What follows belongs to an exercise in optimizing a design on an open flow for small area and a short achievable clock period; a production flow would make more cautious choices. In this exercise RTL edits were held to simulation tests only and were not proved equivalent to the original. The clock port is modelled as an ideal driver; clocking choices that lean on that would not hold on a real chip. No activity file was given, so power comes from the tool's default toggle rates.

$ cat flow/design.v
module mips(
    input clk,
    input rst,
    output [31:0] imem_addr,
    input  [31:0] imem_rdata,
    output [31:0] dmem_addr,
    output [31:0] dmem_wdata,
    output        dmem_we,
    output        dmem_re,
    input  [31:0] dmem_rdata
);
    integer i;
    reg  [31:2] pc_o;
    reg  [31:2] pc;
    wire [31:2] pc_inc = pc + 30'd1;
    reg  [31:0] m_res;           
    reg         m_taken;
    wire [31:2] pc_next = m_taken ? m_res[31:2] : pc_inc;
    always @(posedge clk or posedge rst)
        if (rst) pc_o <= 30'b0;
        else     pc_o <= pc_next ^ 30'h0c00;
    always @(posedge clk)
        pc <= rst ? 30'h0c00 : pc_next;
    assign imem_addr = {pc_o ^ 30'h0c00, 2'b00};
    reg  [31:0] rf [1:31];
    reg  [31:1] rf_v;
    reg  [31:1] rf_vn;           
    wire [31:1] w_en;
    wire [31:0] w_data;
    genvar g;
    generate for (g = 1; g < 32; g = g + 1) begin : wr
        always @(posedge clk)
            if (w_en[g]) rf[g] <= w_data;
    end endgenerate
    always @(posedge clk or posedge rst)
        if (rst) rf_v <= 31'b0;
        else     rf_v <= rf_v | w_en;
    always @(posedge clk or posedge rst)
        if (rst) rf_vn <= {31{1'b1}};
        else     rf_vn <= rf_vn & ~w_en;
    reg [31:0] rs_lo, rs_hi, rt_lo, rt_hi;
    always @(*) begin
        rs_lo = 32'b0; rs_hi = 32'b0;
        rt_lo = 32'b0; rt_hi = 32'b0;
        for (i = 1; i < 32; i = i + 1) begin
            if (i < 17) begin
                rs_lo[15:0]  = rs_lo[15:0]  | ({16{(imem_rdata[25:21] == i) &  rf_v[i]}}  & rf[i][15:0]);
                rs_lo[31:16] = rs_lo[31:16] | ({16{(imem_rdata[25:21] == i) & ~rf_vn[i]}} & rf[i][31:16]);
                rt_lo[15:0]  = rt_lo[15:0]  | ({16{(imem_rdata[20:16] == i) &  rf_v[i]}}  & rf[i][15:0]);
                rt_lo[31:16] = rt_lo[31:16] | ({16{(imem_rdata[20:16] == i) & ~rf_vn[i]}} & rf[i][31:16]);
            end else begin
                rs_hi[15:0]  = rs_hi[15:0]  | ({16{(imem_rdata[25:21] == i) &  rf_v[i]}}  & rf[i][15:0]);
                rs_hi[31:16] = rs_hi[31:16] | ({16{(imem_rdata[25:21] == i) & ~rf_vn[i]}} & rf[i][31:16]);
                rt_hi[15:0]  = rt_hi[15:0]  | ({16{(imem_rdata[20:16] == i) &  rf_v[i]}}  & rf[i][15:0]);
                rt_hi[31:16] = rt_hi[31:16] | ({16{(imem_rdata[20:16] == i) & ~rf_vn[i]}} & rf[i][31:16]);
            end
        end
    end
    wire [5:0] f_op   = imem_rdata[31:26];
    wire [3:0] f_fn   = imem_rdata[3:0];
    wire       f_r    = (f_op == 6'h00);
    wire       f_addi = (f_op == 6'h08) | (f_op == 6'h09);
    wire       f_ori  = (f_op == 6'h0d);
    wire       f_lui  = (f_op == 6'h0f);
    wire       f_lw   = (f_op == 6'h23);
    wire       f_sw   = (f_op == 6'h2b);
    wire       f_beq  = (f_op == 6'h04);
    wire       f_sub  = f_r & ((f_fn == 4'b0010) | (f_fn == 4'b1010));
    reg [31:0]  d_a0, d_a1, d_b0, d_b1;  
    reg [31:2]  d_pc1;           
    reg [15:0]  d_imm;
    reg [4:0]   d_dst;           
    reg         d_r, d_rn, d_zx, d_hi, d_sx;     
    reg         d_arith, d_and, d_or, d_xor, d_slt;
    reg         d_we, d_re, d_rw, d_bq;          
    always @(posedge clk) begin
        d_a0    <= rs_lo;
        d_a1    <= rs_hi;
        d_b0    <= rt_lo;
        d_b1    <= rt_hi;
        d_pc1   <= pc_inc;
        d_imm   <= imem_rdata[15:0];
        d_dst   <= f_r ? imem_rdata[15:11] : imem_rdata[20:16];
        d_r     <= f_r & ~f_sub;                     
        d_rn    <= f_sub;                            
        d_zx    <= f_ori;                            
        d_hi    <= f_lui;                            
        d_sx    <= f_addi | f_lw | f_sw;             
        d_arith <= (f_r & ((f_fn == 4'b0000) | (f_fn == 4'b0010))) | f_addi | f_lw | f_sw | f_beq;
        d_and   <= f_r & (f_fn == 4'b0100);
        d_or    <= (f_r & (f_fn == 4'b0101)) | f_ori | f_lui;
        d_xor   <= f_r & (f_fn == 4'b0110);
        d_slt   <= f_r & (f_fn == 4'b1010);
    end
    always @(posedge clk or posedge rst)
        if (rst) begin
            d_we <= 1'b0; d_re <= 1'b0; d_rw <= 1'b0; d_bq <= 1'b0;
        end else begin
            d_we <= f_sw;
            d_re <= f_lw;
            d_rw <= f_r | f_addi | f_ori | f_lui | f_lw;
            d_bq <= f_beq;                           
        end
    wire [31:0] d_a = d_a0 | d_a1;
    wire [31:0] d_b = d_b0 | d_b1;
    wire [15:0] imm  = d_imm;
    wire [31:0] sext = {{16{imm[15]}}, imm};
    wire [31:0] opa = d_bq ? {d_pc1, 2'b00} : d_a;
    wire [31:0] opb = ({32{d_r}}  & d_b) |
                      ({32{d_rn}} & ~d_b) |
                      ({32{d_zx}} & {16'b0, imm}) |
                      ({32{d_hi}} & {imm, 16'b0}) |
                      ({32{d_sx}} & sext) |
                      ({32{d_bq}} & {sext[29:0], 2'b00});
    reg [31:0] e_p, e_g, e_b;
    reg [4:0]  e_dst;
    reg        e_sub, e_arith, e_and, e_or, e_xor, e_slt;
    reg        e_we, e_re, e_rw, e_br;
    reg [3:0]  e_eq;             
    always @(posedge clk) begin
        e_p   <= opa ^ opb;
        e_g   <= {opa[31:1] & opb[31:1], (opa[0] & opb[0]) | ((opa[0] ^ opb[0]) & d_rn)};
        e_b   <= d_b;
        e_dst <= d_dst;
        e_sub <= d_rn;
        e_arith <= d_arith;
        e_and <= d_and;
        e_or  <= d_or;
        e_xor <= d_xor;
        e_slt <= d_slt;
        for (i = 0; i < 4; i = i + 1)
            e_eq[i] <= (d_a[8*i +: 8] == d_b[8*i +: 8]);
    end
    always @(posedge clk or posedge rst)
        if (rst) begin
            e_we <= 1'b0; e_re <= 1'b0; e_rw <= 1'b0; e_br <= 1'b0;
        end else begin
            e_we <= d_we;
            e_re <= d_re;
            e_rw <= d_rw;
            e_br <= d_bq;
        end
    wire [31:0] pg_g [0:5];
    wire [31:0] pg_p [0:5];
    assign pg_g[0] = e_g;
    assign pg_p[0] = e_p;
    genvar lv, bt;
    generate for (lv = 0; lv < 5; lv = lv + 1) begin : ks
        for (bt = 0; bt < 32; bt = bt + 1) begin : b
            if (bt >= (1 << lv)) begin : op
                assign pg_g[lv+1][bt] = pg_g[lv][bt] | (pg_p[lv][bt] & pg_g[lv][bt - (1 << lv)]);
                assign pg_p[lv+1][bt] = pg_p[lv][bt] & pg_p[lv][bt - (1 << lv)];
            end else begin : pass
                assign pg_g[lv+1][bt] = pg_g[lv][bt];
                assign pg_p[lv+1][bt] = pg_p[lv][bt];
            end
        end
    end endgenerate
    wire [32:0] c = {pg_g[5], e_sub};    
    wire [31:0] sum = e_p ^ c[31:0];
    wire        ltu = ~c[32];
    wire [31:0] lres = ({32{e_and}} & e_g) |
                       ({32{e_or}}  & (e_p | e_g)) |
                       ({32{e_xor}} & e_p) |
                       {31'b0, e_slt & ltu};
    reg [31:0] m_sd;
    reg [3:0]  m_wlo;            
    reg [7:0]  m_whi;            
    reg        m_we, m_re;
    reg        m_mtr;            
    reg [31:0] m_lres;           
    reg        m_ar;             
    always @(posedge clk) begin
        m_mtr <= e_re;
        m_res <= sum;
        m_lres <= lres;
        m_ar  <= e_arith;
        m_sd  <= e_b;
        for (i = 0; i < 4; i = i + 1)
            m_wlo[i] <= (e_dst[1:0] == i);
    end
    always @(posedge clk or posedge rst)
        if (rst) begin
            m_we <= 1'b0; m_re <= 1'b0; m_whi <= 8'b0; m_taken <= 1'b0;
        end else begin
            m_we <= e_we; m_re <= e_re; m_taken <= e_br & (&e_eq);
            for (i = 0; i < 8; i = i + 1)
                m_whi[i] <= e_rw & (e_dst[4:2] == i);
        end
    assign dmem_addr  = m_res;
    assign dmem_wdata = m_sd;
    assign dmem_we    = m_we;
    assign dmem_re    = m_re;
    assign w_data = m_mtr ? dmem_rdata : (({32{m_ar}} & m_res) | m_lres);
    generate for (g = 1; g < 32; g = g + 1) begin : we
        assign w_en[g] = m_wlo[g % 4] & m_whi[g / 4];
    end endgenerate
endmodule
$ cat flow/flow/run.sh
#!/bin/bash
# Layout flow: the standard.sh (standard synthesis and ORFS steps) run in
# three parts so that the setup-repair target differs per stage:
#  - synthesis, floorplan, placement: no extra setup margin (no upsizing
#    before the wires are known),
#  - CTS and everything after: repair aiming for SETUP_MARGIN ns of slack,
#    with extra repair passes after CTS (post_cts.tcl) and after global
#    routing (post_grt.tcl). During the CTS and
#    global-route repairs the input delay is raised by 0.2 ns
#    (tighten_inputs.tcl) and put back afterwards (restore_inputs.tcl).
# Other changes from the standard flow: sizing not restricted to the same cell
# footprint, small plain port buffers (resized as needed), lower placement
# density, a clock tree with larger sink clusters and no dummy loads, and
# larger input buffers on imem_rdata[25:16] (input_buffers.tcl, before the
# post-placement repair).
# Each make's full output goes to a log here; ORFS keeps each step's log
# under orfs/logs.
set -euo pipefail
SETUP_MARGIN=3.7
f=$(pwd)/flow
common=(
  MATCH_CELL_FOOTPRINT=0
  "BUFFER_PORTS_ARGS=-buffer_cell sky130_fd_sc_hd__buf_2"
  PLACE_DENSITY=0.5
  "CTS_ARGS=-sink_clustering_enable -repair_clock_nets -dont_use_dummy_load -sink_clustering_size 20 -sink_clustering_max_diameter 80"
  PRE_CTS_TCL="$f/tighten_inputs.tcl"
  POST_CTS_TCL="$f/post_cts.tcl"
  PRE_GLOBAL_ROUTE_TCL="$f/tighten_inputs.tcl"
  POST_GLOBAL_ROUTE_TCL="$f/post_grt.tcl"
  PRE_RESIZE_TCL="$f/input_buffers.tcl"
)
bash standard.sh "${common[@]}" SETUP_SLACK_MARGIN=0 place > flow_make_place.log 2>&1
bash standard.sh "${common[@]}" SETUP_SLACK_MARGIN=$SETUP_MARGIN cts > flow_make_cts.log 2>&1
bash standard.sh "${common[@]}" SETUP_SLACK_MARGIN=$SETUP_MARGIN finish > flow_make_finish.log 2>&1
$ cat flow/flow/input_buffers.tcl
# Stronger input buffers on the instruction's register-address bits (rs and
# rt, imem_rdata[25:16]): each drives the register-select decoders.
foreach i {16 17 18 19 20 21 22 23 24 25} {
  set net [get_nets "imem_rdata\[$i\]"]
  foreach pin [get_pins -of_objects $net -filter "direction == input"] {
    set inst [get_cells -of_objects $pin]
    set master [get_property $inst ref_name]
    if {[string match "sky130_fd_sc_hd__*buf*" $master]} {
      replace_cell $inst sky130_fd_sc_hd__buf_8
      puts "input buffer [get_full_name $inst] on imem_rdata\[$i\]: $master -> buf_8"
    }
  }
}
$ cat flow/flow/post_cts.tcl
# Extra setup-repair passes after the standard CTS repair: each pass often
# finds improvements the previous one stopped short of.
for {set i 0} {$i < 4} {incr i} {
  set before [sta::worst_slack -max]
  repair_timing_helper -setup
  set after [sta::worst_slack -max]
  puts "post-CTS repair pass $i: WNS $before -> $after"
  if {$after - $before < 0.005} { break }
}
set result [catch { detailed_placement } msg]
if { $result != 0 } {
  error "Detailed placement failed after the extra repair: $msg"
}
check_placement -verbose
source [file join [file dirname [info script]] restore_inputs.tcl]
$ cat flow/flow/post_grt.tcl
# Extra setup-repair passes on global-route parasitics after the standard
# global-route repair, keeping the routing in step the way global_route.tcl
# does for its own repair; then the design's input delay is put back.
for {set i 0} {$i < 3} {incr i} {
  set before [sta::worst_slack -max]
  global_route -start_incremental
  repair_timing_helper -setup
  detailed_placement
  global_route -end_incremental
  estimate_parasitics -global_routing
  set after [sta::worst_slack -max]
  puts "post-GRT repair pass $i: WNS $before -> $after"
  if {$after - $before < 0.005} { break }
}
source [file join [file dirname [info script]] restore_inputs.tcl]
$ cat flow/flow/restore_inputs.tcl
# The design's input delay (20% of the 6.2 ns period), as in constraint.sdc.
set_input_delay 1.24 -clock core_clock [delete_from_list [all_inputs] [get_ports clk]]
$ cat flow/flow/tighten_inputs.tcl
# Sourced before a step's timing repair: ask for 0.2 ns more on the paths
# from the inputs than the constraints do (the register-read paths from
# imem_rdata lose at least 0.1 ns once routed). restore_inputs.tcl puts the
# constraint back before the step writes its SDC.
set_input_delay 1.44 -clock core_clock [delete_from_list [all_inputs] [get_ports clk]]
$ cat flow/standard.sh
#!/bin/bash
# synth_recipe.tcl (not shown) runs the flow's synth.tcl, then flattens the netlist and writes it again
# the make line also repeats each setting of config.mk as NAME=value (left out here)
make -C /OpenROAD-flow-scripts/flow DESIGN_CONFIG=/design/flow/config.mk WORK_HOME=/design/flow/orfs CLKGATE_MAP_FILE= SYNTH_SCRIPT=/design/flow/synth_recipe.tcl "${@:-finish}"
$ cat flow/config.mk
export PLATFORM = sky130hd
export DESIGN_NAME = mips
export DESIGN_NICKNAME = mips
export VERILOG_FILES = /design/flow/design.v
export SDC_FILE = /design/flow/constraint.sdc
export NUM_CORES = 8
export LEC_CHECK = 0
export CAP_MARGIN = 20
export CORE_MARGIN = 2
export CORE_UTILIZATION = 35
export SLEW_MARGIN = 20
$ cat flow/constraint.sdc
create_clock -name core_clock -period 6.2 [get_ports {clk}]
set_input_delay 1.2400 -clock core_clock [delete_from_list [all_inputs] [get_ports {clk}]]
set_output_delay 1.2400 -clock core_clock [all_outputs]
set_load 0.01 [all_outputs]
==> metrics list <==
* Setup-violating endpoint count in the final report: 0
* Initial standard-cell utilization of the core: 0.353
- Number of global-route vias before repair: a little over 40000
* Total negative setup slack: 0 ns
- Worst IR drop on VDD: 175 uV
* Vertical die dimension: 415 um
- For this block, the routed nets add up to 224 mm of wire.
- The HPWL after detailed placement is 132 mm.
- DR vias: 41600
- Layout cells sized above 1: 0.165
- Count of flip-flops with a built-in enable after synthesis: 992
- Startpoint types: register
- Dividing the detail-routed wire length by the instance count gives 34.1 um.
* Maximum clock rate: 0.406 GHz
- For this design the static power due to leakage is 23.7 nW.
* Area of the mapped netlist: roughly 59000 um2
- Number of detailed-routing iterations run before antenna repair: 14
- Final Net Count: 4484
* Share of synthesized area occupied by flip-flops and latches: 0.697
* Count of antenna-violating nets left after detailed routing: 0
- Detail-routed via count per cell: 6.32
- The final number of max-transition violations was 0.
- Across every metal layer, demand over resource in global routing totals 0.251.
- # DRC: 0
- In this run the worst path has a maximum fanout of 1.
* Global-route wire length before repair: approximately 310 mm
* Yosys warning total: 2
* Hold WC Path Type: register to register
- Max_cap viols: 0
- In this run, the number of DRC markers left after iteration 0 of detailed routing was 6844.
* Slew margin rel.: 0.342
* Critical path launch point: pc_o[12]
- Global routing finished with a remaining overflow of 0.
- Final weighted congestion in routability-driven placement: 0.901
- For this design the top-level I/O count stands at between 150 and 200.
* Final design area excluding fillers: 66100 um2
* Relative area change from synthesis to final layout: 11.6%
* Die outline area: 173000 um2
- The initial antenna violation count came to 7.
* Post-synth cell types: approximately 80
* Number of instances in the synthesized netlist: 4217
- IO buf count: 161
- TritonCTS clock tree: done
- Once layout is complete, the cells apart from fillers number 6592.
* Startpoint of the lowest-slack hold path: d_and
* Outcome: no timing/DRC/antenna violations
- STA puts the critical path data required time at 4.96 ns.
- Core ar.: 168000 um2
- On the final layout, the worst clock skew is 0.0822 ns.
- The library cell used most frequently in the layout, excluding fill and tap cells, is sky130_fd_sc_hd__edfxtp_1.
- In this run the power density over the cells is between 200 and 300 nW/um2.
* Critical Path End Type: primary output
- Including well taps, the total number of placed cells is 6466.
* Number of cell rows: 150
- The clock drives 1535 sinks.
- The clock period could shrink to 2.46 ns.
- Clock edge transition at the registers on the reported setup and hold paths: 0.08 ns
- In the post-route analysis, the smallest setup slack over all paths is 3.74 ns.
* Pin count of the biggest net entering global routing: 83
- Final worst path period share: 0.397
- Clock latency of the later-clocked register in the worst-skew pair: 0.75 ns
* Number of hold-slack violations in the final timing report: 0
* Top FF cell, synth: sky130_fd_sc_hd__edfxtp_1
- Setup slack at placement: 2.12 ns
- By startpoint and endpoint, the worst setup path is classified as register to primary output.
- Synthesis inferred 1535 register bits.
* Proportion of synthesized flip-flops having asynchronous set or reset: 0.0723
* Critical path arrival: 1.22 ns
- Syn_area_per_cell: roughly 14 um2
* Commonest cells after routing, fill and taps aside: sky130_fd_sc_hd__edfxtp_1, sky130_fd_sc_hd__dfxtp_1, sky130_fd_sc_hd__a22oi_1
* Transition time at the pin with the least slew margin: 0.983 ns
- Instance area after placement: 63000 um2
* Die width: slightly above 400 um
- In this run the critical register-to-register path is launched from e_g[0].
==> final timing paths <==
kind                                  to  slack [ns]  cells after the start
max                        imem_addr[12]        3.74                      2
min                                e_and        0.33                      0
min in group asynchronous       pc_o[29]        0.71                      2
min reg2reg                        e_and        0.33                      0
max reg2reg                    m_res[31]        3.75                      7
max in group asynchronous       rf_v[14]        4.18                      3
==> Yosys cell counts (4+ instances only) <==
cell type | number | area share
sky130_fd_sc_hd__inv_1 | 92 | 0.0058
sky130_fd_sc_hd__dfxtp_1 | 432 | 0.15
sky130_fd_sc_hd__xor2_1 | 25 | 0.0037
sky130_fd_sc_hd__dfrtp_1 | 80 | 0.034
sky130_fd_sc_hd__a31oi_1 | 7 | 0.00074
sky130_fd_sc_hd__nor2b_1 | 42 | 0.0044
sky130_fd_sc_hd__or2_2 | 36 | 0.0038
sky130_fd_sc_hd__a22oi_1 | 341 | 0.043
sky130_fd_sc_hd__clkbuf_1 | 130 | 0.0082
sky130_fd_sc_hd__nor2_1 | 200 | 0.013
sky130_fd_sc_hd__nand4_1 | 147 | 0.016
sky130_fd_sc_hd__a222oi_1 | 65 | 0.011
sky130_fd_sc_hd__a22o_1 | 317 | 0.047
sky130_fd_sc_hd__buf_4 | 30 | 0.0038
sky130_fd_sc_hd__nor3_1 | 44 | 0.0037
sky130_fd_sc_hd__o21a_1 | 4 | 0.00051
sky130_fd_sc_hd__mux2i_1 | 17 | 0.0029
sky130_fd_sc_hd__edfxtp_1 | 992 | 0.50
sky130_fd_sc_hd__ha_1 | 34 | 0.0072
sky130_fd_sc_hd__a221oi_1 | 286 | 0.042
sky130_fd_sc_hd__and3_1 | 126 | 0.013
sky130_fd_sc_hd__nand3_1 | 54 | 0.0046
sky130_fd_sc_hd__buf_2 | 109 | 0.0092
sky130_fd_sc_hd__a21oi_1 | 92 | 0.0078
sky130_fd_sc_hd__nand2b_1 | 7 | 0.00074
sky130_fd_sc_hd__a21o_1 | 13 | 0.0016
sky130_fd_sc_hd__and3b_1 | 4 | 0.00059
sky130_fd_sc_hd__o211ai_1 | 7 | 0.00089
sky130_fd_sc_hd__mux2_2 | 31 | 0.0059
sky130_fd_sc_hd__xnor2_1 | 63 | 0.0093
sky130_fd_sc_hd__dfstp_2 | 31 | 0.014
sky130_fd_sc_hd__nor3b_2 | 5 | 0.0011
sky130_fd_sc_hd__nand2_1 | 171 | 0.011
sky130_fd_sc_hd__a211oi_1 | 5 | 0.00063
sky130_fd_sc_hd__o21ai_0 | 48 | 0.0041
sky130_fd_sc_hd__and2_1 | 66 | 0.0070
==> worst max-delay path: stages, from the launching register on <==
cell and delay (ns):
sky130_fd_sc_hd__dfrtp_1 0.36, sky130_fd_sc_hd__inv_1 0.04, sky130_fd_sc_hd__buf_2 0.12
==> kinds of logic (layout without fill, tap and decap cells) <==
group                    count (synthesis)  after routing  share of synthesized area
AND/OR/NAND/NOR                        932            932                     0.0831
buffers and inverters                  365            529                     0.0274
flip-flops                            1535           1535                      0.697
multiplexers                            48             48                    0.00877
other                                    1              8                  0.0000633
adder cells (fa/ha/maj)                 34             34                    0.00718
XOR/XNOR                                88             88                     0.0130
AO/OA/AOI/OAI                         1214           1214                      0.164
==> power by group <==
group | switching (W) | internal (W)
Clock | 0.00322 | 0.00252
Sequential | 0.000249 | 0.0111
Combinational | 0.000621 | 0.000326
Total | 0.00409 | 0.0140
==> sequential cells by signal (all words and copies together), names as in the netlist, 32 cells and up <==
register / flops
m_lres: 32
e_g: 32
m_res: 32
e_p: 32
rf: 992
d_a1: 32
e_b: 32
d_a0: 32
d_b0: 32
m_sd: 32
d_b1: 32
==> metrics by stage <==
| step | util | power (W) | hold WS, ns |
|---|---|---|---|
| after global placement | 0.375 | 0.0125 | 0.312 |
| after floorplan | - | 0.0120 | 0.310 |
| final | 0.394 | 0.0180 | 0.329 |
| after detailed placement | 0.376 | 0.0125 | 0.312 |
==> layout make-up <==
cell class | count | area, um2
inverter | 92 | 350
fill | 15600 | 102000
clock buffer | 88 | 2200
timing repair buffer | 349 | 2500
antenna | 6 | 15.0
multi-input combinational | 2318 | 17000
sequential | 1535 | 41300
tap | 2204 | 2760
==> routing by layer <==
metal / GRT usage / routed length, um / vias to the layer above
li1: - / - / 17100
met1: 0.328 / 86300 / 20800
met2: 0.388 / 99400 / 3101
met3: 0.0709 / 28100 / 669
met4: 0.108 / 10600 / 4
met5: 0 / 25 / -

[static timing again, ports no longer ideal]
How much do the figures lean on ideal ports? The routed layout below was timed once more, with nothing changed but the port constraints.
Step 1 assumes that a clkbuf_16 drives the clock port and a buf_2 every other input.
Step 2 moves the port delays by t, midway between the first and last clock arrival at a register: inputs arrive t later, outputs are due t later. That takes back most of the time a late clock gives input paths.
a / b / c = ideal ports / drivers / drivers and shift; a / b = the first two.
t (ns): 0.792
slack for setup (ns): 3.738 / 3.652 / 3.020
clock arrival spread, ns: 0.085 / 0.084
After both steps setup and hold are still met in this run. For this run, drivers alone change the setup slack by -0.086 ns; drivers and shift together by -0.718 ns.
